Background: an optimization exercise with open tools, aiming at small area. Do not read the settings as production practice. Only simulation tests tie the RTL to the original design; equivalence was not proved. Power is estimated from default activity; no workload was simulated.

**run.sh**
```bash
#!/bin/bash
# synth_recipe.tcl (not shown) runs the flow's synth.tcl, then flattens the netlist and writes it again
# the make line also repeats each setting of config.mk as NAME=value (left out here)
make -C /OpenROAD-flow-scripts/flow DESIGN_CONFIG=/design/flow/config.mk WORK_HOME=/design/flow/orfs CLKGATE_MAP_FILE= SYNTH_SCRIPT=/design/flow/synth_recipe.tcl finish
```
**config.mk**
```make
export PLATFORM = sky130hd
export DESIGN_NAME = top_test
export DESIGN_NICKNAME = top_test
export VERILOG_FILES = /design/flow/design.v
export SDC_FILE = /design/flow/constraint.sdc
export NUM_CORES = 4
export LEC_CHECK = 0
export CAP_MARGIN = 20
export CORE_MARGIN = 2
export CORE_UTILIZATION = 40
export SLEW_MARGIN = 20
```
**constraint.sdc**
```tcl
create_clock -name core_clock -period 10.0 [get_ports {clk}]
set_input_delay 2.0000 -clock core_clock [delete_from_list [all_inputs] [get_ports {clk}]]
set_output_delay 2.0000 -clock core_clock [all_outputs]
set_load 0.01 [all_outputs]
```
**design.v**
```verilog
module clk_div(
    input clk_25M, reset,
    output reg clk_100k, clk_10k, clk_1k, clk_step,
    output en_100k, en_10k, en_1k, en_step
);
reg [7:0] c1;
reg [11:0] c2;
reg [14:0] c3;
reg [16:0] c6;
assign en_100k = (c1 >= 8'd4)    & ~clk_100k;
assign en_10k  = (c2 >= 12'd49)  & ~clk_10k;
assign en_1k   = (c3 >= 15'd499) & ~clk_1k;
assign en_step = (c6 >= 17'd2499) & ~clk_step;
always @(posedge clk_25M or negedge reset) begin
       if(reset == 1'b0)
          begin
               c1 <= 0;
               c2 <= 0;
               c3 <= 0;
               c6 <= 0;
               clk_100k <= 0;
               clk_10k <= 0;
               clk_1k <= 0;
               clk_step <= 0;
          end
        else begin
             if(c1 >= 8'd4)
                begin
                    clk_100k <= ~clk_100k;
                    c1 <= 0;
             end
             else c1 <= c1 + 1'b1;
             if(c2 >= 12'd49)
                begin
                    clk_10k <= ~clk_10k;
                    c2 <= 0;
             end
             else c2 <= c2 + 1'b1;
             if(c3 >= 15'd499)
                begin
                    clk_1k <= ~clk_1k;
                    c3 <= 0;
             end
             else c3 <= c3 + 1'b1;
             if(c6 >= 17'd2499)
                begin
                    clk_step <= ~clk_step;
                    c6 <= 0;
             end
             else c6 <= c6 + 1'b1;
       end
    end
endmodule
module key_pad(
	input clk, ce, reset,
    	input [3:0] key_pad_row,
	output reg [2:0] key_pad_col,
	output reg [11:0] key, key_save
);
reg [1:0] count;
always@(posedge clk or negedge reset) begin
    if(reset == 1'b0) begin
	count <= 0;
	key_pad_col <= 0;
	key <= 12'b0000_0000_0000;
	key_save <= 12'b0000_0000_0000;
    end
    else if(ce) begin
         if(count >= 2)
	count <= 0;
         else count <= count + 1;
         case(count)
              2'd0 : key_pad_col <= 3'b001;
              2'd1 : key_pad_col <= 3'b010;
              2'd2 : key_pad_col <= 3'b100;
              default : key_pad_col <= 3'b000;
         endcase
         case(key_pad_row)
              4'b0001 : begin
		if(count == 0) begin
			key[0] <= 1; key_save[0] <= 1;
			key_save[1] <= 0; key_save[2] <= 0;key_save[3] <= 0;
			key_save[4] <= 0; key_save[5] <= 0;key_save[6] <= 0; key_save[7] <= 0;
			key_save[8] <= 0; key_save[9] <= 0;key_save[10] <= 0; key_save[11] <= 0;
 		end
                        	else if(count == 1) begin
			key[1] <= 1; key_save[1] <= 1;
			key_save[0] <= 0; key_save[2] <= 0; key_save[3] <= 0;
			key_save[4] <= 0; key_save[5] <= 0; key_save[6] <= 0; key_save[7] <= 0;
			key_save[8] <= 0; key_save[9] <= 0; key_save[10] <= 0; key_save[11] <= 0;
 		end
                        	else if(count == 2) begin
			key[2] <= 1; key_save[2] <= 1; 
			key_save[0] <= 0; key_save[1] <= 0; key_save[3] <= 0;
			key_save[4] <= 0; key_save[5] <= 0; key_save[6] <= 0; key_save[7] <= 0;
			key_save[8] <= 0; key_save[9] <= 0; key_save[10] <= 0; key_save[11] <= 0;
		end
                       	else;
                        	end
              4'b0010 : begin
		if(count == 0) begin
			key[3] <= 1; key_save[3] <= 1;
			key_save[0] <= 0; key_save[1] <= 0; key_save[2] <= 0;
			key_save[4] <= 0; key_save[5] <= 0; key_save[6] <= 0; key_save[7] <= 0;
			key_save[8] <= 0; key_save[9] <= 0; key_save[10] <= 0; key_save[11] <= 0;
 		end
		else if(count == 1) begin
			key[4] <= 1; key_save[4] <= 1;
			key_save[0] <= 0; key_save[1] <= 0; key_save[2] <= 0; key_save[3] <= 0;
			key_save[5] <= 0; key_save[6] <= 0; key_save[7] <= 0;
			key_save[8] <= 0; key_save[9] <= 0; key_save[10] <= 0; key_save[11] <= 0;
 		end
                       	else if(count == 2) begin
			key[5] <= 1; key_save[5] <= 1;
			key_save[0] <= 0; key_save[1] <= 0; key_save[2] <= 0; key_save[3] <= 0;
			key_save[4] <= 0; key_save[6] <= 0; key_save[7] <= 0;
			key_save[8] <= 0; key_save[9] <= 0; key_save[10] <= 0; key_save[11] <= 0;
 		end
                        	else;
                        	end
              4'b0100 : begin
                            if(count == 0) begin
			key[6] <= 1; key_save[6] <= 1;
			key_save[0] <= 0; key_save[1] <= 0; key_save[2] <= 0; key_save[3] <= 0;
			key_save[4] <= 0; key_save[5] <= 0; key_save[7] <= 0;
			key_save[8] <= 0; key_save[9] <= 0; key_save[10] <= 0; key_save[11] <= 0;
 		end
		else if(count == 1) begin
			key[7] <= 1; key_save[7] <= 1;
			key_save[0] <= 0;key_save[1] <= 0;key_save[2] <= 0;key_save[3] <= 0;
			key_save[4] <= 0;key_save[5] <= 0;key_save[6] <= 0;
			key_save[8] <= 0;key_save[9] <= 0;key_save[10] <= 0;key_save[11] <= 0;
 		end
		else if(count == 2) begin
			key[8] <= 1; key_save[8] <= 1;
			key_save[0] <= 0;key_save[1] <= 0;key_save[2] <= 0;key_save[3] <= 0;
			key_save[4] <= 0;key_save[5] <= 0;key_save[6] <= 0;key_save[7] <= 0;
			key_save[9] <= 0;key_save[10] <= 0;key_save[11] <= 0;
 		end
                        	else;
                        	end
              4'b1000 : begin
                             if(count == 0) begin
			key[9] <= 1; key_save[9] <= 1;
			key_save[0] <= 0;key_save[1] <= 0;key_save[2] <= 0;key_save[3] <= 0;
			key_save[4] <= 0;key_save[5] <= 0;key_save[6] <= 0;key_save[7] <= 0;
			key_save[8] <= 0;key_save[10] <= 0;key_save[11] <= 0;
 		end
		else if(count == 1) begin
			key[10] <= 1; key_save[10] <= 1;
			key_save[0] <= 0;key_save[1] <= 0;key_save[2] <= 0;key_save[3] <= 0;
			key_save[4] <= 0;key_save[5] <= 0;key_save[6] <= 0;key_save[7] <= 0;
			key_save[8] <= 0;key_save[9] <= 0;key_save[11] <= 0;
 		end
                        	else if(count == 2) begin
			key[11] <= 1; key_save[11] <= 1;
			key_save[0] <= 0;key_save[1] <= 0;key_save[2] <= 0;key_save[3] <= 0;
			key_save[4] <= 0;key_save[5] <= 0;key_save[6] <= 0;key_save[7] <= 0;
			key_save[8] <= 0;key_save[9] <= 0;key_save[10] <= 0;
 		end
                        	else;
                        	end
              4'b0000 : begin
                            if(count == 0) begin
			key[0] <= 0; key[3] <= 0; key[6] <= 0; key[9] <= 0;
		end
                       	else;
                            if(count == 1) begin
			key[1] <= 0; key[4] <= 0; key[7] <= 0; key[10] <= 0;
		end
                        	else;
                            if(count == 2) begin
			key[2] <= 0; key[5] <= 0; key[8] <= 0; key[11] <= 0;
		end
                        	else;
                        	end
              default : ;
         endcase
     end
end
endmodule
module CorrectOrNot (
	input clk, reset, push_1, push_0,				 
	input [11:0] key,
	input [11:0] key_save,		 
	output reg [3:0] wrong, correct, fail, success, up_down
);
	reg [11:0] key_num;
	reg [11:0] rand_num;
	reg [50:0] d;
	reg push_0_q, d0_q;
	wire push_fall = push_0_q & ~push_0;
	wire d_rise = d[0] & ~d0_q;
always@(posedge clk or negedge reset)begin
	if(~reset) begin
		push_0_q <= 1'b0;
		d0_q <= 1'b0;
	end
	else begin
		push_0_q <= push_0;
		d0_q <= d[0];
	end
end
always@(posedge clk)begin
	if(push_fall)
		rand_num <= 12'b0000_0000_0111;
end
always@(posedge clk or negedge reset)begin
	if(~reset) begin
		key_num <= 12'b0000_0000_0000;
		d <= 0;
	end
	else if(push_fall) begin
		if       (key_save == 12'b010_000_000_000) begin
			key_num <= 0;
		end
		else if (key_save == 12'b000_000_000_001) begin
			key_num <= 1;
		end
		else if (key_save == 12'b000_000_000_010) begin
			key_num <= 2;
		end
		else if (key_save == 12'b000_000_000_100) begin
			key_num <= 3;
		end
		else if (key_save == 12'b000_000_001_000) begin
			key_num <= 4;
		end
		else if (key_save == 12'b000_000_010_000) begin
			key_num <= 5;
		end
		else if (key_save == 12'b000_000_100_000) begin
			key_num <= 6;
		end
		else if (key_save == 12'b000_001_000_000) begin
			key_num <= 7;
		end
		else if (key_save == 12'b000_010_000_000) begin
			key_num <= 8;
		end
		else if (key_save == 12'b000_100_000_000) begin
			key_num <= 9;
		end
		if (d<100) begin
			d <= d+1;
		end
		else if(d == 100) begin
			d <= 0 ;
		end
	end
end
always@(posedge clk or negedge reset) begin
	if(reset == 1'b0) begin
		wrong <= 0; correct <= 0; fail <= 0; success <= 0; up_down <= 0;
	end
	else if (~d_rise) ;
	else if (correct >= 3) begin
		success <= 1;
	end
	else if (wrong >= 9) begin
		fail <= 1;
		wrong <=0;
	end
	else if ((rand_num - key_num) == 0 ) begin
		up_down <= 3;			 
		correct <= correct + 1;
	end
	else if (rand_num > key_num) begin
		up_down <= 1;			 
		wrong <= wrong + 1;
	end
	else begin
		wrong <= wrong + 1;
		up_down <= 2;			 
	end
end
endmodule
module led_dir(
    output reg [15:0] led,
    input [3:0] wrong,
	input fail, reset, clk, ce
);
reg [15:0] wrong_count;
reg wrong0_q;
wire wrong_rise = wrong[0] & ~wrong0_q;
always @(posedge clk or negedge reset) begin 
    if (reset == 1'b0) begin 
        wrong_count <= 16'b0000_0000_0000_0000;
        wrong0_q <= 1'b0;
    end
    else begin
	wrong0_q <= wrong[0];
	if (wrong_rise)
		wrong_count <= wrong_count + 1;
    end
end
always@(posedge clk or negedge reset) begin
        	if (reset == 1'b0) begin
		led <= 16'b0000_0000_0000_0000;
	end
	else if (ce) begin
		case(wrong_count)
			0 : led <= 16'b0000_0000_0000_0000;
              		1 : led <= 16'b0000_0000_0000_0001;
              		2 : led <= 16'b0000_0000_0000_0011;
       	  		3 : led <= 16'b0000_0000_0000_0111;
              		4 : led <= 16'b0000_0000_0000_1111;
            			5 : led <= 16'b0000_0000_0001_1111;
             			6 : led <= 16'b0000_0000_0011_1111;
             			7 : led <= 16'b0000_0000_0111_1111;
            			8 : led <= 16'b0000_0000_1111_1111;
             			9 : led <= 16'b0000_0001_1111_1111;
             			default : led <= 16'b1111_1111_1111_1111;
		endcase
	end
end
endmodule
module seg_decode(
	input clk, ce, reset,
	input [3:0] data,
	output reg [7:0] seg_data
);
always @(posedge clk or negedge reset) begin
	if(~reset) begin
		seg_data <= 0;
	end
	else if(ce) begin
		case(data)
			4'd0 : seg_data <= 8'b0011_1111;
			4'd1 : seg_data <= 8'b0000_0110;
			4'd2 : seg_data <= 8'b0101_1011;
			4'd3 : seg_data <= 8'b0100_1111;
			4'd4 : seg_data <= 8'b0110_0110;
			4'd5 : seg_data <= 8'b0110_1101;
			4'd6 : seg_data <= 8'b0111_1101;
			4'd7 : seg_data <= 8'b0010_0111;
			4'd8 : seg_data <= 8'b0111_1111;
			4'd9 : seg_data <= 8'b0110_0111;
			default : seg_data <= seg_data;
		endcase
	end
end
endmodule
module sev_seg(
	input reset, clk_1k, ce,
	input [3:0] correct, wrong, fail, success,
	output reg [7:0] seg_data, seg_com
);
wire [3:0] carry_try;
reg [3:0] c_crt, c_wrg, c_try_c, c_try_w;
reg [2:0] sel_count;
reg [3:0] c_try;
reg correct0_q, wrong0_q, c_try_c0_q, c_try_w0_q;
wire correct_rise = correct[0] & ~correct0_q;
wire wrong_rise = wrong[0] & ~wrong0_q;
wire c_try_rise = (c_try_c[0] & ~c_try_c0_q) | (c_try_w[0] & ~c_try_w0_q);
always@(posedge clk_1k or negedge reset) begin
	if(~reset) begin
		correct0_q <= 1'b0; wrong0_q <= 1'b0; c_try_c0_q <= 1'b0; c_try_w0_q <= 1'b0;
	end
	else begin
		correct0_q <= correct[0]; wrong0_q <= wrong[0];
		c_try_c0_q <= c_try_c[0]; c_try_w0_q <= c_try_w[0];
	end
end
assign carry_try = 4'b0000;
always@(posedge clk_1k or negedge reset) begin
	if(~reset) begin
		seg_com <= 8'b0; 
		sel_count <= 3'd0;
	end
	else if(ce) begin
		sel_count <= sel_count + 3'b001;
		case(sel_count)
			3'b000 : seg_com <= 8'b1111_1110;
			3'b001 : seg_com <= 8'b1111_1101;
			3'b010 : seg_com <= 8'b1111_1111;
			3'b011 : seg_com <= 8'b1111_0111;
			3'b100 : seg_com <= 8'b1110_1111;
			3'b101 : seg_com <= 8'b1111_1111;
			3'b110 : seg_com <= 8'b1011_1111;
			3'b111 : seg_com <= 8'b0111_1111;
			default : seg_com <= seg_com;
		endcase
	end
end
always@(posedge clk_1k or negedge reset) begin
		if(~reset) begin
			c_crt <= 0; c_try_c <= 0;
		end
		else if(correct_rise) begin
			c_crt <= c_crt +  4'd1;
			c_try_c <= c_try_c +  4'd1;
		end
end
always@(posedge clk_1k or negedge reset) begin
		if(~reset) begin
			c_wrg <= 0; c_try_w <= 0;
		end
		else if(~wrong_rise) ;
		else if(wrong >= 3) begin
			c_wrg <= 0; c_try_w <= 0;
		end
		else begin
			c_wrg <= c_wrg +  4'd1;
			c_try_w <= c_try_w +  4'd1;
		end
end
always@(posedge clk_1k or negedge reset) begin
	if(~reset)
		c_try <= 4'd0;
	else if(c_try_rise)
		c_try <= c_try_c + c_try_w;
end
wire [7:0] seg_data_0, seg_data_1, seg_data_2, seg_data_3, seg_data_4, seg_data_5, seg_data_6, seg_data_7;
	seg_decode seg_7(.clk(clk_1k), .ce(ce), .reset(reset), .data(carry_try), .seg_data(seg_data_7));
	seg_decode seg_6(.clk(clk_1k), .ce(ce), .reset(reset), .data(c_try), .seg_data(seg_data_6));
	seg_decode seg_4(.clk(clk_1k), .ce(ce), .reset(reset), .data(4'b0000), .seg_data(seg_data_4));
	seg_decode seg_3(.clk(clk_1k), .ce(ce), .reset(reset), .data(c_crt), .seg_data(seg_data_3));
	seg_decode seg_1(.clk(clk_1k), .ce(ce), .reset(reset), .data(4'b0000), .seg_data(seg_data_1));
	seg_decode seg_0(.clk(clk_1k), .ce(ce), .reset(reset), .data(c_wrg), .seg_data(seg_data_0));
always@(posedge clk_1k or negedge reset) begin
	if(~reset) begin
		seg_data <= 8'd0;
	end
	else if(ce) begin
		case(sel_count)
			3'b000 : seg_data <= seg_data_0;
			3'b001 : seg_data <= seg_data_1;
			3'b011 : seg_data <= seg_data_3;
			3'b100 : seg_data <= seg_data_4;
			3'b110 : seg_data <= seg_data_6;
			3'b111 : seg_data <= seg_data_7;
			default : seg_data <= seg_data;
		endcase
	end
end
endmodule
module dot_matrix(
	input clk, ce, reset,
	input [3:0] wrong, fail, correct, 
	output reg [13:0] dot_row,
	output reg [9:0] dot_col
);
	reg [3:0] c_crt;
	reg [3:0] c_wrg;
	reg [3:0] sel_count;
	reg [3:0] count;
	reg [13:0] dot_data_0, dot_data_1, dot_data_2, dot_data_3,dot_data_4,dot_data_5,
			dot_data_6, dot_data_7, dot_data_8, dot_data_9;
reg correct0_q, wrong0_q;
wire correct_rise = correct[0] & ~correct0_q;
wire wrong_rise = wrong[0] & ~wrong0_q;
always @(posedge clk or negedge reset) begin
	if(reset == 1'b0) begin
		correct0_q <= 1'b0; wrong0_q <= 1'b0;
	end
	else begin
		correct0_q <= correct[0]; wrong0_q <= wrong[0];
	end
end
always @(posedge clk or negedge reset) begin 		 
	if(reset == 1'b0) begin			 
		dot_col <= 0;
		sel_count <= 0;
	end
	else if(ce) begin 				 
		if( sel_count >= 9)
			sel_count <= 0;
		else 
			sel_count <= sel_count + 1;
		case (sel_count) 
			4'd0 : dot_col <= 10'b10_0000_0000;
			4'd1 : dot_col <= 10'b01_0000_0000;
			4'd2 : dot_col <= 10'b00_1000_0000;
			4'd3 : dot_col <= 10'b00_0100_0000;
			4'd4 : dot_col <= 10'b00_0010_0000;
			4'd5 : dot_col <= 10'b00_0001_0000;
			4'd6 : dot_col <= 10'b00_0000_1000;
			4'd7 : dot_col <= 10'b00_0000_0100;
			4'd8 : dot_col <= 10'b00_0000_0010;
			4'd9 : dot_col <= 10'b00_0000_0001;
			default : dot_col <= 0;
		endcase 
	end
end
always @(posedge clk or negedge reset) begin
		if(~reset) begin
			c_crt <= 0; 
		end
		else if(correct_rise && correct >= 1) begin
			c_crt <= 4'd1;
		end
end
always@(posedge clk or negedge reset) begin
		if(~reset) begin
			c_wrg <= 0; 
		end
		else if(wrong_rise) begin
			c_wrg <= c_wrg + 4'd1;
		end
end
always@(posedge clk or negedge reset) begin 	
	if(reset == 1'b0) begin
				dot_data_9 <= 14'b00_0000_0000_0000;
				dot_data_8 <= 14'b00_0000_0000_0000;
				dot_data_7 <= 14'b00_0000_0000_0000;
				dot_data_6 <= 14'b00_0000_0000_0000;
				dot_data_5 <= 14'b00_0000_0000_0000;
				dot_data_4 <= 14'b00_0000_0000_0000;
				dot_data_3 <= 14'b00_0000_0000_0000;
				dot_data_2 <= 14'b00_0000_0000_0000;
				dot_data_1 <= 14'b00_0000_0000_0000;
				dot_data_0 <= 14'b00_0000_0000_0000;
	end
	else if(~ce) ;
	else if(c_crt == 4'd1) begin 
				dot_data_9 <= 14'b00_0000_0000_0000;
				dot_data_8 <= 14'b11_1111_0011_1100;
				dot_data_7 <= 14'b10_0100_0100_0010;
				dot_data_6 <= 14'b10_0100_1001_0101;
				dot_data_5 <= 14'b01_1000_1010_0001;
				dot_data_4 <= 14'b01_1000_1010_0001;
				dot_data_3 <= 14'b10_0100_1001_0101;
				dot_data_2 <= 14'b10_0100_0100_0010;
				dot_data_1 <= 14'b11_1111_0011_1100;
				dot_data_0 <= 14'b00_0000_0000_0000;
	end
	else if(c_wrg == 4'd1 ) begin 
				dot_data_9 <= 14'b11_1111_1111_0000;
				dot_data_8 <= 14'b01_0000_0000_1100;
				dot_data_7 <= 14'b01_0000_1001_0010;
				dot_data_6 <= 14'b10_0000_1011_0001;
				dot_data_5 <= 14'b01_0011_1001_0001;
				dot_data_4 <= 14'b01_0011_1000_0001;
				dot_data_3 <= 14'b10_0011_1000_0001;
				dot_data_2 <= 14'b01_0000_1011_0010;
				dot_data_1 <= 14'b10_0000_0000_1100;
				dot_data_0 <= 14'b11_1111_1111_0000;
	end
	else if(c_wrg == 4'd2) begin 	
				dot_data_9 <= 14'b11_1111_1111_0000;
				dot_data_8 <= 14'b01_0000_0000_1100;
				dot_data_7 <= 14'b01_0000_1001_0010;
				dot_data_6 <= 14'b10_0000_1011_0001;
				dot_data_5 <= 14'b01_0011_1001_0001;
				dot_data_4 <= 14'b01_0011_1000_0001;
				dot_data_3 <= 14'b10_0011_1000_0001;
				dot_data_2 <= 14'b01_0000_1011_0010;
				dot_data_1 <= 14'b10_0000_0000_1100;
				dot_data_0 <= 14'b11_1111_1111_0000;
	end
	else if(c_wrg == 4'd3) begin 
				dot_data_9 <= 14'b00_0000_0111_1111;
				dot_data_8 <= 14'b10_0001_0000_1001;
				dot_data_7 <= 14'b11_1111_0000_1001;
				dot_data_6 <= 14'b10_0001_0000_1001;
				dot_data_5 <= 14'b00_0000_0000_0001;
				dot_data_4 <= 14'b00_0000_0111_1110;
				dot_data_3 <= 14'b11_1111_0000_1001;
				dot_data_2 <= 14'b10_0000_0000_1001;
				dot_data_1 <= 14'b10_0000_0000_1001;
				dot_data_0 <= 14'b10_0000_0111_1110;	
	end
 	else begin 
				dot_data_9 <= 14'b00_0000_0001_1000;
				dot_data_8 <= 14'b00_0000_0000_1100;
				dot_data_7 <= 14'b00_0000_0000_0110;
				dot_data_6 <= 14'b00_0110_1111_1111;
				dot_data_5 <= 14'b00_1100_0000_0110;
				dot_data_4 <= 14'b01_1000_0000_1100;
				dot_data_3 <= 14'b11_1111_1101_1000;
				dot_data_2 <= 14'b01_1000_0000_0000;
				dot_data_1 <= 14'b00_1100_0000_0000;
				dot_data_0 <= 14'b00_0110_0000_0000;
	end
end
always @ (posedge clk or negedge reset) begin   
	if(reset == 1'b0) begin 
			dot_row<=0;
	end
	else if(ce) begin 
		case (sel_count) 		
			4'd0 : dot_row <= dot_data_0;
			4'd1 : dot_row <= dot_data_1;
			4'd2 : dot_row <= dot_data_2;
			4'd3 : dot_row <= dot_data_3;
			4'd4 : dot_row <= dot_data_4;
			4'd5 : dot_row <= dot_data_5;
			4'd6 : dot_row <= dot_data_6;
			4'd7 : dot_row <= dot_data_7;
			4'd8 : dot_row <= dot_data_8;
			4'd9 : dot_row <= dot_data_9;
			default : dot_row <= 0;
		endcase 
	end
end
endmodule
module text_lcd(
       input clk, ce, clk_1k, reset,
       input [3:0] wrong, correct, up_down,
       output lcd_en,
       output reg lcd_rs, lcd_rw,
       output reg [7:0] lcd_data
);
  reg [9:0] count;
  reg [2:0] state;
  parameter [2:0] delay = 3'b000,
                  function_set = 3'b001,
                  disp_on_off = 3'b010,
                  entry_mode_set = 3'b011,
                  Fline = 3'b100,
                  Sline = 3'b101;
  assign lcd_en = clk_1k;
  always @(posedge clk or negedge reset) begin
        if(reset == 1'b0) begin
           state <= delay;
           count <= 0;
        end
        else if(ce)
            case(state)
                 delay :          if(count == 10'd70) begin
                                     state <= function_set;
                                     count <= 0;
                                  end
                                  else count <= count + 1;
                 function_set :   if(count == 10'd30) begin
                                     state <= disp_on_off;
                                     count <= 0;
                                  end
                                  else count <= count + 1;
                 disp_on_off :    if(count == 10'd30) begin
                                     state <= entry_mode_set;
                                     count <= 0;
                                  end
                                  else count <= count + 1;
                 entry_mode_set : if(count == 10'd30) begin
                                     state <= Fline;
                                     count <= 0;
                                  end
                                  else count <= count + 1;
                 Fline :          if(count == 10'd16) begin
                                     state <= Sline;
                                     count <= 0;
                                  end
                                  else count <= count + 1;
                 Sline :          if(count == 10'd16) begin
                                     count <= 0;
                                  end
                                  else count <= count +1;
                 default : ;
             endcase
         end
  always@(posedge clk or negedge reset) begin
        if(reset == 1'b0) begin
           lcd_rs <= 1; lcd_rw <= 1;
           lcd_data <= 8'b0000_0000;
        end
        else if(ce) begin
             if((wrong == 0) && (correct == 0)) begin
                 case(state)
                      delay :          begin lcd_rs <= 0; lcd_rw <= 0; lcd_data <= 8'b0000_0000; end
                      function_set :   begin lcd_rs <= 0; lcd_rw <= 0; lcd_data <= 8'b0011_1000; end
                      disp_on_off :    begin lcd_rs <= 0; lcd_rw <= 0; lcd_data <= 8'b0000_1111; end
                      entry_mode_set : begin lcd_rs <= 0; lcd_rw <= 0; lcd_data <= 8'b0000_0110; end
                      Fline : begin
                              lcd_rw <= 0;
                              case(count)
                                   0 : begin lcd_rs <= 0; lcd_data <= 8'd128; end
                                   1  : begin lcd_rs <= 1; lcd_data <= 8'd85; end   
                                   2  : begin lcd_rs <= 1; lcd_data <= 8'd80; end   
                                   3  : begin lcd_rs <= 1; lcd_data <= 8'd32; end
                                   4  : begin lcd_rs <= 1; lcd_data <= 8'd38; end   
                                   5  : begin lcd_rs <= 1; lcd_data <= 8'd32; end
                                   6  : begin lcd_rs <= 1; lcd_data <= 8'd68; end   
                                   7  : begin lcd_rs <= 1; lcd_data <= 8'd79; end   
                                   8  : begin lcd_rs <= 1; lcd_data <= 8'd87; end   
                                   9  : begin lcd_rs <= 1; lcd_data <= 8'd78; end   
                                   10 : begin lcd_rs <= 1; lcd_data <= 8'd32; end
                                   11 : begin lcd_rs <= 1; lcd_data <= 8'd71; end   
                                   12 : begin lcd_rs <= 1; lcd_data <= 8'd97; end   
                                   13 : begin lcd_rs <= 1; lcd_data <= 8'd109; end  
                                   14 : begin lcd_rs <= 1; lcd_data <= 8'd101; end  
                                   15 : begin lcd_rs <= 1; lcd_data <= 8'd32; end
                                   16 : begin lcd_rs <= 1; lcd_data <= 8'd32; end
                                   default : ;
                              endcase
                              end
                      Sline : begin
                              lcd_rw <= 0;
                              case(count)
                                   0 : begin lcd_rs <= 0; lcd_data <= 8'd192; end
                                   1  : begin lcd_rs <= 1; lcd_data <= 8'd32; end
                                   2  : begin lcd_rs <= 1; lcd_data <= 8'd32; end
                                   3  : begin lcd_rs <= 1; lcd_data <= 8'd32; end
                                   4  : begin lcd_rs <= 1; lcd_data <= 8'd32; end
                                   5  : begin lcd_rs <= 1; lcd_data <= 8'd32; end
                                   6  : begin lcd_rs <= 1; lcd_data <= 8'd32; end
                                   7  : begin lcd_rs <= 1; lcd_data <= 8'd32; end
                                   8  : begin lcd_rs <= 1; lcd_data <= 8'd32; end
                                   9  : begin lcd_rs <= 1; lcd_data <= 8'd32; end
                                   10 : begin lcd_rs <= 1; lcd_data <= 8'd32; end
                                   11 : begin lcd_rs <= 1; lcd_data <= 8'd32; end
                                   12 : begin lcd_rs <= 1; lcd_data <= 8'd32; end
                                   13 : begin lcd_rs <= 1; lcd_data <= 8'd32; end
                                   14 : begin lcd_rs <= 1; lcd_data <= 8'd32; end
                                   15 : begin lcd_rs <= 1; lcd_data <= 8'd32; end
                                   16 : begin lcd_rs <= 1; lcd_data <= 8'd32; end
                                   default : ;
                              endcase
                              end
                       endcase
                  end 
           else if(up_down == 1) begin  
               case(state)
                    delay :          begin lcd_rs <= 0; lcd_rw <= 0; lcd_data <= 8'b0000_0000; end
                    function_set :   begin lcd_rs <= 0; lcd_rw <= 0; lcd_data <= 8'b0011_1000; end
                    disp_on_off :    begin lcd_rs <= 0; lcd_rw <= 0; lcd_data <= 8'b0000_1111; end
                    entry_mode_set : begin lcd_rs <= 0; lcd_rw <= 0; lcd_data <= 8'b0000_0110; end
                    Fline : begin
                            lcd_rw <= 0;
                            case(count)
                                 0 : begin lcd_rs <= 0; lcd_data <= 8'd128; end
                                   1  : begin lcd_rs <= 1; lcd_data <= 8'd85; end   
                                   2  : begin lcd_rs <= 1; lcd_data <= 8'd80; end   
                                   3  : begin lcd_rs <= 1; lcd_data <= 8'd32; end
                                   4  : begin lcd_rs <= 1; lcd_data <= 8'd38; end   
                                   5  : begin lcd_rs <= 1; lcd_data <= 8'd32; end
                                   6  : begin lcd_rs <= 1; lcd_data <= 8'd68; end   
                                   7  : begin lcd_rs <= 1; lcd_data <= 8'd79; end   
                                   8  : begin lcd_rs <= 1; lcd_data <= 8'd87; end   
                                   9  : begin lcd_rs <= 1; lcd_data <= 8'd78; end   
                                   10 : begin lcd_rs <= 1; lcd_data <= 8'd32; end
                                   11 : begin lcd_rs <= 1; lcd_data <= 8'd71; end   
                                   12 : begin lcd_rs <= 1; lcd_data <= 8'd97; end   
                                   13 : begin lcd_rs <= 1; lcd_data <= 8'd109; end  
                                   14 : begin lcd_rs <= 1; lcd_data <= 8'd101; end  
                                   15 : begin lcd_rs <= 1; lcd_data <= 8'd32; end
                                   16 : begin lcd_rs <= 1; lcd_data <= 8'd32; end
                                 default : ;
                            endcase
                            end
                    Sline : begin
                            lcd_rw <= 0;
                            case(count)
                                 0 : begin lcd_rs <= 0; lcd_data <= 8'd192; end
                                 1  : begin lcd_rs <= 1; lcd_data <= 8'd85; end  
                                 2  : begin lcd_rs <= 1; lcd_data <= 8'd80; end  
                                 3  : begin lcd_rs <= 1; lcd_data <= 8'd32; end
                                 4  : begin lcd_rs <= 1; lcd_data <= 8'd32; end
                                 5  : begin lcd_rs <= 1; lcd_data <= 8'd32; end
                                 6  : begin lcd_rs <= 1; lcd_data <= 8'd32; end
                                 7  : begin lcd_rs <= 1; lcd_data <= 8'd32; end
                                 8  : begin lcd_rs <= 1; lcd_data <= 8'd32; end
                                 9  : begin lcd_rs <= 1; lcd_data <= 8'd32; end
                                 10 : begin lcd_rs <= 1; lcd_data <= 8'd32; end
                                 11 : begin lcd_rs <= 1; lcd_data <= 8'd32; end
                                 12 : begin lcd_rs <= 1; lcd_data <= 8'd32; end
                                 13 : begin lcd_rs <= 1; lcd_data <= 8'd32; end
                                 14 : begin lcd_rs <= 1; lcd_data <= 8'd32; end
                                 15 : begin lcd_rs <= 1; lcd_data <= 8'd32; end
                                 16 : begin lcd_rs <= 1; lcd_data <= 8'd32; end
                                 default : ;
                            endcase
                            end
                     endcase
                end
                else if(up_down == 2) begin
                case(state)
                     delay :          begin lcd_rs <= 0; lcd_rw <= 0; lcd_data <= 8'b0000_0000; end
                     function_set :   begin lcd_rs <= 0; lcd_rw <= 0; lcd_data <= 8'b0011_1000; end
                     disp_on_off :    begin lcd_rs <= 0; lcd_rw <= 0; lcd_data <= 8'b0000_1111; end
                     entry_mode_set : begin lcd_rs <= 0; lcd_rw <= 0; lcd_data <= 8'b0000_0110; end
                     Fline : begin
                             lcd_rw <= 0;
                             case(count)
                                  0 : begin lcd_rs <= 0; lcd_data <= 8'd128; end
                                   1  : begin lcd_rs <= 1; lcd_data <= 8'd85; end   
                                   2  : begin lcd_rs <= 1; lcd_data <= 8'd80; end   
                                   3  : begin lcd_rs <= 1; lcd_data <= 8'd32; end
                                   4  : begin lcd_rs <= 1; lcd_data <= 8'd38; end   
                                   5  : begin lcd_rs <= 1; lcd_data <= 8'd32; end
                                   6  : begin lcd_rs <= 1; lcd_data <= 8'd68; end   
                                   7  : begin lcd_rs <= 1; lcd_data <= 8'd79; end   
                                   8  : begin lcd_rs <= 1; lcd_data <= 8'd87; end   
                                   9  : begin lcd_rs <= 1; lcd_data <= 8'd78; end   
                                   10 : begin lcd_rs <= 1; lcd_data <= 8'd32; end
                                   11 : begin lcd_rs <= 1; lcd_data <= 8'd71; end   
                                   12 : begin lcd_rs <= 1; lcd_data <= 8'd97; end   
                                   13 : begin lcd_rs <= 1; lcd_data <= 8'd109; end  
                                   14 : begin lcd_rs <= 1; lcd_data <= 8'd101; end  
                                   15 : begin lcd_rs <= 1; lcd_data <= 8'd32; end
                                   16 : begin lcd_rs <= 1; lcd_data <= 8'd32; end
                                  default : ;
                             endcase
                             end
                     Sline : begin
                             lcd_rw <= 0;
                             case(count)
                                  0 : begin lcd_rs <= 0; lcd_data <= 8'd192; end
                                  1  : begin lcd_rs <= 1; lcd_data <= 8'd68; end  
                                  2  : begin lcd_rs <= 1; lcd_data <= 8'd79; end  
                                  3  : begin lcd_rs <= 1; lcd_data <= 8'd87; end  
                                  4  : begin lcd_rs <= 1; lcd_data <= 8'd78; end  
                                  5  : begin lcd_rs <= 1; lcd_data <= 8'd32; end
                                  6  : begin lcd_rs <= 1; lcd_data <= 8'd32; end
                                  7  : begin lcd_rs <= 1; lcd_data <= 8'd32; end
                                  8  : begin lcd_rs <= 1; lcd_data <= 8'd32; end
                                  9  : begin lcd_rs <= 1; lcd_data <= 8'd32; end
                                  10 : begin lcd_rs <= 1; lcd_data <= 8'd32; end
                                  11 : begin lcd_rs <= 1; lcd_data <= 8'd32; end
                                  12 : begin lcd_rs <= 1; lcd_data <= 8'd32; end
                                  13 : begin lcd_rs <= 1; lcd_data <= 8'd32; end
                                  14 : begin lcd_rs <= 1; lcd_data <= 8'd32; end
                                  15 : begin lcd_rs <= 1; lcd_data <= 8'd32; end
                                  16 : begin lcd_rs <= 1; lcd_data <= 8'd32; end
                                  default : ;
                             endcase
                             end
                      endcase
                 end
               else if (up_down == 5) begin
                 case(state)
                      delay :          begin lcd_rs <= 0; lcd_rw <= 0; lcd_data <= 8'b0000_0000; end
                      function_set :   begin lcd_rs <= 0; lcd_rw <= 0; lcd_data <= 8'b0011_1000; end
                      disp_on_off :    begin lcd_rs <= 0; lcd_rw <= 0; lcd_data <= 8'b0000_1111; end
                      entry_mode_set : begin lcd_rs <= 0; lcd_rw <= 0; lcd_data <= 8'b0000_0110; end
                      Fline : begin
                              lcd_rw <= 0;
                              case(count)
                                   0 : begin lcd_rs <= 0; lcd_data <= 8'd128; end
                                   1  : begin lcd_rs <= 1; lcd_data <= 8'd85; end   
                                   2  : begin lcd_rs <= 1; lcd_data <= 8'd80; end   
                                   3  : begin lcd_rs <= 1; lcd_data <= 8'd32; end
                                   4  : begin lcd_rs <= 1; lcd_data <= 8'd38; end   
                                   5  : begin lcd_rs <= 1; lcd_data <= 8'd32; end
                                   6  : begin lcd_rs <= 1; lcd_data <= 8'd68; end   
                                   7  : begin lcd_rs <= 1; lcd_data <= 8'd79; end   
                                   8  : begin lcd_rs <= 1; lcd_data <= 8'd87; end   
                                   9  : begin lcd_rs <= 1; lcd_data <= 8'd78; end   
                                   10 : begin lcd_rs <= 1; lcd_data <= 8'd32; end
                                   11 : begin lcd_rs <= 1; lcd_data <= 8'd71; end   
                                   12 : begin lcd_rs <= 1; lcd_data <= 8'd97; end   
                                   13 : begin lcd_rs <= 1; lcd_data <= 8'd109; end  
                                   14 : begin lcd_rs <= 1; lcd_data <= 8'd101; end  
                                   15 : begin lcd_rs <= 1; lcd_data <= 8'd32; end
                                   16 : begin lcd_rs <= 1; lcd_data <= 8'd32; end
                                   default : ;
                              endcase
                              end
                      Sline : begin
                              lcd_rw <= 0;
                              case(count)
                                   0 : begin lcd_rs <= 0; lcd_data <= 8'd192; end
                                   1  : begin lcd_rs <= 1; lcd_data <= 8'd71; end   
                                   2  : begin lcd_rs <= 1; lcd_data <= 8'd97; end   
                                   3  : begin lcd_rs <= 1; lcd_data <= 8'd109; end  
                                   4  : begin lcd_rs <= 1; lcd_data <= 8'd101; end  
                                   5  : begin lcd_rs <= 1; lcd_data <= 8'd32; end
                                   6  : begin lcd_rs <= 1; lcd_data <= 8'd111; end  
                                   7  : begin lcd_rs <= 1; lcd_data <= 8'd118; end  
                                   8  : begin lcd_rs <= 1; lcd_data <= 8'd101; end  
                                   9  : begin lcd_rs <= 1; lcd_data <= 8'd114; end  
                                   10 : begin lcd_rs <= 1; lcd_data <= 8'd32; end
                                   11 : begin lcd_rs <= 1; lcd_data <= 8'd32; end
                                   12 : begin lcd_rs <= 1; lcd_data <= 8'd32; end
                                   13 : begin lcd_rs <= 1; lcd_data <= 8'd32; end
                                   14 : begin lcd_rs <= 1; lcd_data <= 8'd32; end
                                   15 : begin lcd_rs <= 1; lcd_data <= 8'd32; end
                                   16 : begin lcd_rs <= 1; lcd_data <= 8'd32; end
                                   default : ;
                              endcase
                              end
                       endcase
                  end
                 else if (correct > 0) begin
                 case(state)
                      delay :          begin lcd_rs <= 0; lcd_rw <= 0; lcd_data <= 8'b0000_0000; end
                      function_set :   begin lcd_rs <= 0; lcd_rw <= 0; lcd_data <= 8'b0011_1000; end
                      disp_on_off :    begin lcd_rs <= 0; lcd_rw <= 0; lcd_data <= 8'b0000_1111; end
                      entry_mode_set : begin lcd_rs <= 0; lcd_rw <= 0; lcd_data <= 8'b0000_0110; end
                      Fline : begin
                              lcd_rw <= 0;
                              case(count)
                                   0 : begin lcd_rs <= 0; lcd_data <= 8'd128; end
                                   1  : begin lcd_rs <= 1; lcd_data <= 8'd85; end   
                                   2  : begin lcd_rs <= 1; lcd_data <= 8'd80; end   
                                   3  : begin lcd_rs <= 1; lcd_data <= 8'd32; end
                                   4  : begin lcd_rs <= 1; lcd_data <= 8'd38; end   
                                   5  : begin lcd_rs <= 1; lcd_data <= 8'd32; end
                                   6  : begin lcd_rs <= 1; lcd_data <= 8'd68; end   
                                   7  : begin lcd_rs <= 1; lcd_data <= 8'd79; end   
                                   8  : begin lcd_rs <= 1; lcd_data <= 8'd87; end   
                                   9  : begin lcd_rs <= 1; lcd_data <= 8'd78; end   
                                   10 : begin lcd_rs <= 1; lcd_data <= 8'd32; end
                                   11 : begin lcd_rs <= 1; lcd_data <= 8'd71; end   
                                   12 : begin lcd_rs <= 1; lcd_data <= 8'd97; end   
                                   13 : begin lcd_rs <= 1; lcd_data <= 8'd109; end  
                                   14 : begin lcd_rs <= 1; lcd_data <= 8'd101; end  
                                   15 : begin lcd_rs <= 1; lcd_data <= 8'd32; end
                                   16 : begin lcd_rs <= 1; lcd_data <= 8'd32; end
                                   default : ;
                              endcase
                              end
                      Sline : begin
                              lcd_rw <= 0;
                              case(count)
                                   0 : begin lcd_rs <= 0; lcd_data <= 8'd192; end
                                   1  : begin lcd_rs <= 1; lcd_data <= 8'd83; end   
                                   2  : begin lcd_rs <= 1; lcd_data <= 8'd117; end  
                                   3  : begin lcd_rs <= 1; lcd_data <= 8'd99; end   
                                   4  : begin lcd_rs <= 1; lcd_data <= 8'd99; end   
                                   5  : begin lcd_rs <= 1; lcd_data <= 8'd101; end  
                                   6  : begin lcd_rs <= 1; lcd_data <= 8'd115; end  
                                   7  : begin lcd_rs <= 1; lcd_data <= 8'd115; end  
                                   8  : begin lcd_rs <= 1; lcd_data <= 8'd33; end
                                   9  : begin lcd_rs <= 1; lcd_data <= 8'd32; end
                                   10 : begin lcd_rs <= 1; lcd_data <= 8'd32; end
                                   11 : begin lcd_rs <= 1; lcd_data <= 8'd32; end
                                   12 : begin lcd_rs <= 1; lcd_data <= 8'd32; end
                                   13 : begin lcd_rs <= 1; lcd_data <= 8'd32; end
                                   14 : begin lcd_rs <= 1; lcd_data <= 8'd32; end
                                   15 : begin lcd_rs <= 1; lcd_data <= 8'd32; end
                                   16 : begin lcd_rs <= 1; lcd_data <= 8'd32; end
                                   default : ;
                              endcase
                              end
                       endcase
                  end
end
end
endmodule                    
module piezo(
    input clk, ce, reset,
    input [11:0] sw2,
    output reg W1_piezo
);
 reg [8:0] cnt1;
 wire [8:0] cnt;
 assign cnt = (sw2 == 12'b000_000_000_001)? 191:  
	(sw2 == 12'b000_000_000_010)? 171:  
              (sw2 == 12'b000_000_000_100)? 152:  
              (sw2 == 12'b000_000_001_000)? 143:  
              (sw2 == 12'b000_000_010_000)? 128:  
              (sw2 == 12'b000_000_100_000)? 114:  
              (sw2 == 12'b000_001_000_000)? 101:  
              (sw2 == 12'b000_010_000_000)? 96:  
              (sw2 == 12'b000_100_000_000)? 85:  
              (sw2 == 12'b001_000_000_000)? 76:  
              (sw2 == 12'b010_000_000_000)? 72:  
              (sw2 == 12'b100_000_000_000)? 64:0;  
always@(posedge clk or negedge reset) begin
	if(reset == 1'b0) begin
		cnt1 <= 0;
		W1_piezo <= 0;
	end
	else if(ce) begin
		if(cnt1 >= cnt) begin
		W1_piezo <= ~W1_piezo;
                	cnt1 <= 0;
             end
             else cnt1 <= cnt1 + 1;
        	end
end
endmodule
module step_motor(
    input clk, ce, reset, sw, correct,
    output reg [3:0] step_motor
);
reg [2:0] count;
reg switch, temp;
always@(posedge clk or negedge reset) begin
    if(reset == 1'b0) begin
       count <= 0;
       step_motor <= 0;
       switch <= 0;
    end
    else if(ce) begin
         if(sw != temp) begin
            if(sw == 1'b1) begin
               temp <= 1;
            end
            else temp <= 0;
         end
         if(correct > 0) begin
            count <= count + 1;
            end
         else count <= count;
         case(count)
              3'd0 : step_motor <= 4'b1000;
              3'd1 : step_motor <= 4'b1100;
              3'd2 : step_motor <= 4'b0100;
              3'd3 : step_motor <= 4'b0110;
              3'd4 : step_motor <= 4'b0010;
              3'd5 : step_motor <= 4'b0011;
              3'd6 : step_motor <= 4'b0001;
              3'd7 : step_motor <= 4'b1001;
         endcase
    end
end
endmodule
module top_test(
	input rst, clk, push_0, push_1,
	input [3:0] key_pad_row,
	output [2:0] key_pad_col,
	output [7:0] seg_data, seg_com, lcd_data,
	output [9:0] dot_col,
	output [13:0] dot_row,
	output [15:0] led, 
	output lcd_rs, lcd_rw, lcd_en,
	output W1_piezo,
    	output [3:0] step_motor
);
	wire reset;
	assign reset = rst;
	wire [11:0] key;
	wire [11:0] key_save;
	wire clk_100k, clk_10k, clk_1k, clk_step;
	wire en_100k, en_10k, en_1k, en_step;
	wire [3:0] wrong, correct, fail, success, up_down;
	clk_div u1(.clk_25M(clk), .reset(reset), .clk_100k(clk_100k),
                    .clk_10k(clk_10k), .clk_1k(clk_1k), .clk_step(clk_step),
                    .en_100k(en_100k), .en_10k(en_10k), .en_1k(en_1k), .en_step(en_step));
	key_pad u2(.clk(clk), .ce(en_1k), .reset(reset), .key_pad_row(key_pad_row), .key_pad_col(key_pad_col), .key(key), .key_save(key_save));
	CorrectOrNot u0(.clk(clk), .push_0(push_0), .push_1(push_1), .reset(reset), .key(key), .wrong(wrong), .correct(correct), .fail(fail), 
	.success(success), .up_down(up_down), .key_save(key_save));	
	led_dir u4(.clk(clk), .ce(en_10k), .reset(reset), .led(led), .wrong(wrong), .fail(fail[0]));
	sev_seg u5(.clk_1k(clk), .ce(en_10k), .correct(correct), .wrong(wrong), .fail(fail), .success(success), .reset(reset), .seg_data(seg_data), .seg_com(seg_com));
	 dot_matrix u6(.clk(clk), .ce(en_1k), .reset(reset), .wrong(wrong), .fail(fail), .correct(correct), .dot_row(dot_row), .dot_col(dot_col));
 	text_lcd u7(.clk(clk), .ce(en_1k), .clk_1k(clk_1k), .reset(reset), .wrong(wrong), .correct(correct),  .up_down(up_down),  .lcd_en(lcd_en), .lcd_rs(lcd_rs), .lcd_rw(lcd_rw), .lcd_data(lcd_data));
     	piezo u8(.clk(clk), .ce(en_100k), .reset(reset), .sw2(key), .W1_piezo(W1_piezo));
	step_motor u9(.clk(clk), .ce(en_step), .reset(reset), .sw(push_0), .correct(correct[0]), .step_motor(step_motor));
endmodule
```
==> out/metrics.cfg <==
[worst_setup_path]
path_cells = or3_1 -> nor4_1 -> nand2_1 -> or3_1 -> nor3b_1 -> nor2_1 -> ha_1 -> a21o_1 -> a21o_1 -> a21oi_1 -> a21oi_1 -> xor2_1
slowest_stage = dfrtp_1
critPathKind = flip-flop to flip-flop
critical-path-max-stage-delay_ns = 0.46
crit_fanout = 7
critPathArrivalTime_ns = 4.16
cp-start-kind = flip-flop
cp_data_required_time_ns = 10.40
end_kind = flip-flop

[clock_network]
ctsHoldBuffers = 0
clkSlewWorstSetupHoldPaths_ns = 0.06
cts_buffer_depth = 3
cts-resized-gates = 0
cts_root_buf = clkbuf_16
cts_buffers = 38
cts_tree = yes
post_cts_buffers = 0
clock_latency_ns = 0.55
cts.sinks = 326
cts-htree-levels = 2

[drt]
vias = 12500
drt_iter0_drc = 863
routed_wl_um = 35200
drc = 0
via_per_inst = 5.41
postRouteAntennaNets = 0
wire_per_inst_um = 15.3
dr.pass1.iters = 5

[final_layout]
fillers = 3841
final_cell_mix = 324 x dfrtp_1, 164 x nand2_1, 161 x nor2_1
drive_above_1_share = 0.0626
final_common_cell = dfrtp_1
antennaDiodeCount = 0
syn2layout_area_growth_pct = 14.4
nets = 1822

[timing]
grt_setup_unrepaired = false
finalClockSkew_ns = 0.0205
worst_pin_slew_ns = 0.977
hold_viol = 0
max_freq_mhz = 266
maxSlewHeadroom = 0.343
timing.final.crit_share = 0.376
setup_tns_ns = 0
slew_violations = 0
finalSetupViolations = 0
finalCriticalPeriod_ns = 3.76
whs_ns = 0.369

[power_and_ir_drop]
power_density_mw_per_mm2 = 308
p_leak_nw = 8.09
p_switching_w = 0.00226
p_sw_frac = 0.388
clockPowerShare = 0.253
intPower_w = 0.00356
pwr-share-comb = 0.388
peakVddDrop_v = 0.000146
seqPwrFrac = 0.359

[floorplan]
initial_core_util = 0.405
fp.dieArea_mm2 = 0.0429
die_width_um = 207
io_pins = 83
die_h_um = 207
rows = 74
core-area_mm2 = 0.0407

[run]
cap_violations = 0

[worst_hold_path]
hp-class = flip-flop to flip-flop

[synthesis]
synth_top_family_by_area = simple AND/OR/NAND/NOR gates
synth_edf_count = 0
yosys.area.top_type = dfrtp_1
seq_area_frac_synth = 0.495
synth_cell_type_count = 79
yosys.area_share.adder = 0.0513
synth_compound_area_frac = 0.165
netlist.area_leader.share = 0.492
ys_warn_count = 10
synth_ff_type = dfrtp_1
synth_mux_area_frac = 0.0167
syn_area_per_cell_um2 = 9.44
ys_ff_latch = 326
netlist_instances = 1747
synth_xor_area_frac = 0.0404
synth_area_mm2 = 0.0165
yosys.area_share.simple = 0.178
async_flop_share = 1.00
yosys-top-cells-area = dfrtp_1 49%, ha_1 5.0%, nand2_1 3.8%

[global_routing]
overflow = 0
use_met1 = 0.233
grt_antenna_before_repair = 1
grt.busiest_layer = met2
grt_pass1_vias = 12000
grt_use_total = 0.165
grt_pass1_wl_um = 60600
gr-usage-met3 = 0.0270
use_met2 = 0.257
grt_max_degree = 183

[placed_design]
dp_hpwl_um = 23600
gp_congestion = 0.877
io_buffers = 80

[outcome]
outcome = finished clean

-- sequential cells by signal, indices dropped and copies added, names as in the netlist, 5 cells and up --
name and flops:
u6.dot_row 14, u8.cnt1 9, u7.lcd_data 8, u2.key_save 12, u6.dot_data_3 6, u5.seg_com 7, u7.count 10, u1.c6 17
u6.dot_data_9 5, u1.c2 12, u5.seg_0.seg_data 7, u5.seg_data 7, u2.key 12, u4.led 10, u6.dot_col 10, u1.c3 15
u1.c1 8, u4.wrong_count 16, u5.seg_3.seg_data 7, u5.seg_6.seg_data 7, u0.d 51
-- critical path: cells and delay by family, from the launching register on --
family / cells / cell delay, ns
simple gates: 6 / 1.86
compound gates: 4 / 0.81
flops: 1 / 0.46
fa+ha+maj: 1 / 0.29
xor+xnor: 1 / 0.19
-- kinds of logic after synthesis --
family,after synthesis
and+or+nand+nor,603
AOI/OAI and AO/OA,421
xor gates and xnor gates,76
other,1
adders and majority gates,67
buffers and inverters,228
DFF,326
muxes,25
-- power by group through the flow --
stage,Sequential [W],Combinational [W],Clock [W]
after global routing,0.00215,0.00254,0.00158
after detailed placement,0.00210,0.00225,0
after floorplan,0.00194,0.00170,0
final,0.00209,0.00226,0.00147
after CTS,0.00208,0.00227,0.00152
after global placement,0.00209,0.00222,0
-- cells in the mapped netlist, types with 31 or more instances --
cell type	number
nand3_1	51
xnor2_1	45
nor2_1	161
a31oi_1	36
nor3_1	44
xor2_1	31
o21ai_0	116
dfrtp_1	324
inv_1	77
a21oi_1	88
ha_1	66
nor4_1	39
nand2_1	165
clkbuf_1	126
-- per-stage QoR --
stage	std cells	power [W]	util	area (um2)	setup slack [ns]
5_1_grt	2305	0.00627	0.463	18900	5.84
3_3_place_gp	2239	0.00431	0.430	17500	5.77
4_1_cts	2305	0.00587	0.463	18900	6.27
6_report	2305	0.00582	0.463	18900	6.24
3_5_place_dp	2239	0.00436	0.430	17500	5.76
2_1_floorplan	1769	0.00364	-	16600	6.48
-- layer usage --
| layer | up-vias | part of all wire |
|---|---|---|
| met2 | 272 | 0.45 |
| met4 | 2 | 0.028 |
| met1 | 5985 | 0.48 |
| met3 | 73 | 0.042 |
| met5 | - | 0.00037 |
| li1 | 6137 | - |
-- final cells by class --
type	instances	area (um2)	share of cell area
inverter	77	289	0.0153
clock buffer	49	1100	0.0581
timing repair buffer	89	886	0.0470
clock inverter	17	248	0.0131
sequential	326	8160	0.433
tap	532	666	0.0353
multi-input combinational	1215	7520	0.399
-- final timing paths --
path / to / slack [ns] / startpoint / cells past startpoint
max: u8.W1_piezo$_DFFE_PN0P_ / 6.24 / u2.key[9]$_DFFE_PN0P_ / 12
min in group asynchronous: u5.seg_com[3]$_DFFE_PN0P_ / 1.45 / rst / 1
max in group asynchronous: u9.count[1]$_DFFE_PN0P_ / 7.16 / rst / 2
min reg2reg: u0.d[37]$_DFFE_PN0P_ / 0.37 / u0.d[37]$_DFFE_PN0P_ / 0
max reg2reg: u8.W1_piezo$_DFFE_PN0P_ / 6.24 / u2.key[9]$_DFFE_PN0P_ / 12
min: u0.d[37]$_DFFE_PN0P_ / 0.37 / u0.d[37]$_DFFE_PN0P_ / 0

-- re-timing with driven ports --
The flow's constraints put no driver on any port. The routed layout listed below was extracted and timed again, unchanged, in two steps.
Step 1: set_driving_cell puts a clkbuf_16 on clk and a buf_2 on each other input, an assumption about the parent block.
Step 2 times the ports against the registers' clock, not the clock port: input delays grow and output delays shrink by t, the midpoint of the rising clock arrivals with the driver on.
a / b / c = no drivers / after step 1 / after step 2; a / b = the first two.
t, ns: 0.593
setup WS [ns]: 6.235 / 6.235 / 5.753
worst slew at a driven data input, ns: 0.06
After both steps this run still meets setup and hold. The setup slack of this run moves by 0.000 ns with the drivers and by -0.482 ns with both steps.
